What follows belongs to an exercise in optimizing a design on an open flow for small area and a short achievable clock period; a production flow would make more cautious choices.
No functional check of the RTL was part of any run shown here.

==> flow/design.v, too long to show whole: its modules and the start of the top module <==
// module iir: 971 lines
module iir(
    input signed [31:0] x,
    input clk,
    input reset,
    output signed [31:0] y
    );
  // ...
==> flow/run.sh <==
#!/bin/bash
# synth_recipe.tcl (not shown) runs the flow's synth.tcl, then flattens the netlist and writes it again
# the make line also repeats each setting of config.mk as NAME=value (left out here)
make -C /OpenROAD-flow-scripts/flow DESIGN_CONFIG=/design/flow/config.mk WORK_HOME=/design/flow/orfs CLKGATE_MAP_FILE= SYNTH_SCRIPT=/design/flow/synth_recipe.tcl finish
==> flow/config.mk <==
export PLATFORM = sky130hd
export DESIGN_NAME = iir
export DESIGN_NICKNAME = iir
export VERILOG_FILES = /design/flow/design.v
export SDC_FILE = /design/flow/constraint.sdc
export NUM_CORES = 4
export LEC_CHECK = 0
export ABC_AREA = 1
export CAP_MARGIN = 20
export CORE_MARGIN = 2
export CORE_UTILIZATION = 40
export SETUP_SLACK_MARGIN = 3
export SLEW_MARGIN = 20
==> flow/constraint.sdc <==
create_clock -name core_clock -period 11.0 [get_ports {clk}]
set_input_delay 2.2000 -clock core_clock [delete_from_list [all_inputs] [get_ports {clk}]]
set_output_delay 2.2000 -clock core_clock [all_outputs]
set_load 0.01 [all_outputs]
==> notes.md, run 1 <==
* Routed vias at 6488
* Initial core utilization at 40.4%
* Syn Inst Count at 1033
* Met1 usage at 23.2%
* Met3 routed WL at 507 um
* Die area at 0.0223 mm2
* Most common cell in the synthesized netlist: sky130_fd_sc_hd__nand2_1
* Post-placement setup slack at 2780 ps
* # nets final at around 1.3k
* Worst setup SP type: primary input
* Req. time, crit path at 8800 ps
* Setup repair after global routing missed its margin: yes
* Filler cells at 2076
* Buffers added on ports at 65
* Result of the run: finished clean
* #MultiIn Comb at 749
* Core area at 0.0209 mm2
* Number of flops mapped to enable cells by yosys at 0
* Overall overflow remaining after global route at 0
* Sink Count at 64
* Met2 Resource Use GR at 30.5%
* Post-synth ARST share at 100%
* Distinct cell type count of the synthesized netlist at 37
* CTS Hold Buffers Added at 0
* Num CTS Buffers at 9
* Mean instance size in the synthesized netlist at 8.17 um2
==> inputs of run 2 (changes only) <==
==> flow/flow/run.sh (new file) <==
#!/bin/bash
# The standard ORFS layout with extra make settings:
#   BUFFER_PORTS_ARGS="-buffer_cell sky130_fd_sc_hd__buf_2"
# Each ORFS step keeps its full log under orfs/logs; make's own output goes to flow.log.
set -o pipefail
bash standard.sh BUFFER_PORTS_ARGS="-buffer_cell sky130_fd_sc_hd__buf_2" finish > flow.log 2>&1
==> flow/standard.sh (new file) <==
#!/bin/bash
# synth_recipe.tcl (not shown) runs the flow's synth.tcl, then flattens the netlist and writes it again
# the make line also repeats each setting of config.mk as NAME=value (left out here)
make -C /OpenROAD-flow-scripts/flow DESIGN_CONFIG=/design/flow/config.mk WORK_HOME=/design/flow/orfs CLKGATE_MAP_FILE= SYNTH_SCRIPT=/design/flow/synth_recipe.tcl "${@:-finish}"
removed: flow/run.sh
==> notes.md, run 2 <==
* Area share of the largest cell type after synthesis at 19.2% (unchanged)
* Register-to-register path setup slack at 6020 ps (about the same)
* Post-placement setup slack at 3590 ps (was 2780 ps)
* Most common cell after layout, fill and taps aside: sky130_fd_sc_hd__nand2_1 (unchanged)
* Number of antenna diodes at 0 (unchanged)
* Final cycle utilization of the critical path at 66.9% (was 71.3%)
* CP arrival at 5160 ps (was 5650 ps)
* Worst setup SP type: primary input (unchanged)
* # H-tree levels at 3 (unchanged)
* Total standard cell area after synthesis at 0.00844 mm2 (unchanged)
* Insertion delay of the later-clocked pin in the worst-skew pair at 350 ps (was 340 ps)
* Max-cap violations at 0 (unchanged)
* Result of the run: finished clean (unchanged)
* Sink Count at 64 (unchanged)
* Layout area overhead at 10.6% (was 16.5%)
* Post-detailed-route via-to-cell ratio at 4.65 (was 4.67)
* Worst setup path category: in2out (unchanged)
* Final antenna-violating net count at 0 (unchanged)
* Worst-case headroom to the max-slew limit at 40.4% (was 38.8%)
* Req. time, crit path at 8800 ps (about the same)
* Post-synth ARST share at 100% (unchanged)
* Fin crit period at 7360 ps (was 7850 ps)
* Number of cells on the worst reg-to-reg path at 23 (unchanged)
* Antenna violations before repair at 0 (unchanged)
* # nets final at 1318 (was 1321)
* Overall routed net length at 17.3 mm (was 17.8 mm)
* Synth top area cells: sky130_fd_sc_hd__fa_1, sky130_fd_sc_hd__dfrtp_1, sky130_fd_sc_hd__ha_1 (unchanged)
* Final weighted congestion in routability-driven placement at 0.827 (was 0.807)
* Overall overflow remaining after global route at 0 (unchanged)
* Number of core rows at 53 (unchanged)
* Final instance count without filler cells at 1384 (was 1388)
* Post-route cell area at 0.00933 mm2 (was 0.00983 mm2)
* Maximum clock frequency at 136 MHz (was 127 MHz)
* CTS root buffer: sky130_fd_sc_hd__clkbuf_16 (unchanged)
* Yosys warning total at 1 (unchanged)
* DRC violation count after routing at 0 (unchanged)
* # Post-CTS Setup Buffers at 0 (unchanged)
* Worst reg2reg path endpoint: s2[16] (unchanged)
* Number of flops mapped to enable cells by yosys at 0 (unchanged)
* Die area at 0.0223 mm2 (unchanged)
* Total area of sequential cells at 0.00160 mm2 (unchanged)
* Predominant post-synthesis flop cell: sky130_fd_sc_hd__dfrtp_1 (unchanged)
* Initial DRT Pass Iterations at 4 (unchanged)
* Wire length of the first global-routing pass at 30.2 mm (was 31.5 mm)
* Number of cells after detailed placement at 1369 (unchanged)
* Crit Reg-Reg Startpoint: s1[3] (unchanged)
* Total negative slack at 0 ps (unchanged)
* GR Util All Layers at 17.1% (was 17.7%)
* WL/cell at 12.5 um (was 12.8 um)
* Commonest non-fill, non-tap cells in the layout: sky130_fd_sc_hd__nand2_1, sky130_fd_sc_hd__inv_1, sky130_fd_sc_hd__ha_1, sky130_fd_sc_hd__fa_1, sky130_fd_sc_hd__buf_2 (was sky130_fd_sc_hd__nand2_1, sky130_fd_sc_hd__inv_1, sky130_fd_sc_hd__ha_1, sky130_fd_sc_hd__fa_1)
* Ratio of cells with drive above 1 in the final layout at 13.3% (was 8.63%)
* Num CTS Buffers at 9 (unchanged)
* Commonest cells post-synth: sky130_fd_sc_hd__nand2_1, sky130_fd_sc_hd__inv_1, sky130_fd_sc_hd__ha_1 (unchanged)
* Distinct cell type count of the synthesized netlist at 37 (unchanged)
* Filler cells at 2119 (was 2076)
* Die outline width at 149 um (unchanged)
* Routed vias at 6440 (was 6488)
* Mean instance size in the synthesized netlist at 8.17 um2 (unchanged)
* Die extent in y at 149 um (unchanged)
* Hold Path Cell Cnt at 1 (unchanged)
* Register clock-pin slew on the reported worst setup and hold paths at 50 ps (was 60 ps)
* Placed Area at 0.00906 mm2 (was 0.00939 mm2)
* Post-cts gate resize count at 0 (was 8)
* Cell type with the highest aggregate area in the netlist: sky130_fd_sc_hd__fa_1 (unchanged)
* Hold endpoint: s1[0] (unchanged)
* Maximum number of pins on one net before global-route repair at 65 (unchanged)
* Highest fanout seen on the critical path at 14 (unchanged)
* Syn Inst Count at 1033 (unchanged)
* Number of failing setup endpoints in the final timing report at 0 (unchanged)
* Biggest registers after layout: s1 (32), s2 (32) (unchanged)
* Post-Route Skew at 8.30 ps (was 8.58 ps)
* Core area at 0.0209 mm2 (unchanged)
* Iteration-0 DRC Markers at 194 (was 222)
* Boundary pin count at 66 (unchanged)
* Post-route worst hold slack at 459 ps (was 463 ps)
* Number of global-route vias before repair at 6541 (was 6768)
* Total count of hold-check failures in the final report at 0 (unchanged)
* Register area share after synthesis at 19.0% (unchanged)
* Number of flip-flops and latches in the synthesized netlist at 64 (unchanged)
* Critical Path Sink Type: output port (unchanged)
* Max Buffers Root-to-Sink at 2 (unchanged)
* Net count after synthesis at 1246 (unchanged)
* Transition time at the pin with the least slew margin at 894 ps (was 918 ps)
* Final slew viol count at 0 (unchanged)
* CTS Hold Buffers Added at 0 (unchanged)
* Area used by multi-input combinational logic at 0.00598 mm2 (was 0.00604 mm2)
* DPL Wire Length at 14.8 mm (was 15.0 mm)
* Worst hold-check path type: reg2reg (unchanged)
* Buffers added on ports at 65 (unchanged)
* Setup repair after global routing missed its margin: no (was yes)
* Post-route setup slack at 3640 ps (was 3150 ps)
* TritonCTS clock tree: done (unchanged)
* Initial core utilization at 40.4% (unchanged)
* Origin of the worst min-delay path: s2[0] (unchanged)
* Most common cell in the synthesized netlist: sky130_fd_sc_hd__nand2_1 (unchanged)
run 2: cell types whose count changed in the layout (fill, tap and decap cells not counted), sizes merged:
cell / change
buf: +62
bufinv: -2
clkbuf: +5
clkdlybuf4s50: -48
clkinv: -3
clkinvlp: -1
dlygate4sd2: -2
dlymetal6s2s: -15
run 2: final cells by class:
| type | count | share of cell area [%] |
|---|---|---|
| Tap cell | 275 | 3.69 |
| Multi-Input combinational cell | 749 | 64.1 |
| Timing Repair Buffer | 66 | 3.57 |
| Sequential cell | 64 | 17.2 |
| Clock buffer | 15 | 2.87 |
| Inverter | 215 | 8.65 |
run 2: critical path: stages:
cell and delay (ps):
sky130_fd_sc_hd__buf_2 130, sky130_fd_sc_hd__inv_1 100, sky130_fd_sc_hd__fa_1 540, sky130_fd_sc_hd__inv_1 40, sky130_fd_sc_hd__ha_1 300, sky130_fd_sc_hd__nand3_1 80, sky130_fd_sc_hd__nand2_1 120, sky130_fd_sc_hd__nand2_1 80
sky130_fd_sc_hd__nand3_2 130, sky130_fd_sc_hd__nand2_2 80, sky130_fd_sc_hd__nand2_4 190, sky130_fd_sc_hd__inv_1 80, sky130_fd_sc_hd__fa_1 370, sky130_fd_sc_hd__xor2_1 400, sky130_fd_sc_hd__inv_1 150, sky130_fd_sc_hd__buf_2 170
run 2: stage by stage:
stage	util [%]
2_1_floorplan	-
3_3_place_gp	43.4
3_5_place_dp	43.4
4_1_cts	44.7
5_1_grt	44.7
6_report	44.7
run 2: worst max path at each step:
stage | from | to | slack (ps)
2_1_floorplan | x[1] | y[17] | 4190
3_3_place_gp | x[5] | y[17] | 3630
3_5_place_dp | x[1] | y[17] | 3590
4_1_cts | x[1] | y[17] | 3590
5_1_grt | x[5] | y[17] | 3410
6_report | x[1] | y[17] | 3640
run 2: per-layer routing:
| metal | track usage [%] | vias to the layer above | part of all wire (%) |
|---|---|---|---|
| met5 | 0 | - | 0 |
| met4 | 5.81 | 0 | 1.5 |
| met3 | 2.17 | 13 | 3.2 |
| met2 | 29.6 | 73 | 48 |
| met1 | 22.0 | 2994 | 47 |
| li1 | - | 3360 | - |
run 2: kinds of logic (layout without fill, tap and decap cells):
group | Yosys count | in the layout | share of synthesized area, %
compound gates | 117 | 117 | 8.57
fa+ha+maj | 179 | 179 | 33.8
simple gates | 373 | 373 | 20.1
flops | 64 | 64 | 19.0
buf+inv | 220 | 296 | 10.2
xor+xnor | 80 | 80 | 8.39

-- re-timing with driven ports --
In the flow no input, the clock included, has a driving cell. The finished layouts below were timed again as built, in two steps. Step 1: set_driving_cell puts a clkbuf_16 on clk and a buf_2 on each other input, an assumption about the parent block. Step 2 times the ports against the registers' clock, not the clock port: input delays grow and output delays shrink by t, the midpoint of the rising clock arrivals with the driver on. a / b / c = ideal ports / drivers / drivers and shift; a / b = the first two.
| run | t, ns | setup slack, ns | worst setup path at the end | worst register clock-pin slew, ns |
|---|---|---|---|---|
| run 1 | 0.383 | 3.153 / 3.130 / 3.130 | input to output | 0.06 / 0.06 |
| run 2 | 0.383 | 3.640 / 3.618 / 3.618 | input to output | 0.06 / 0.06 |
After both steps setup and hold are still met in every run listed. For run 1, which loses most, drivers alone change the setup slack by -0.023 ns; drivers and shift together by -0.023 ns.
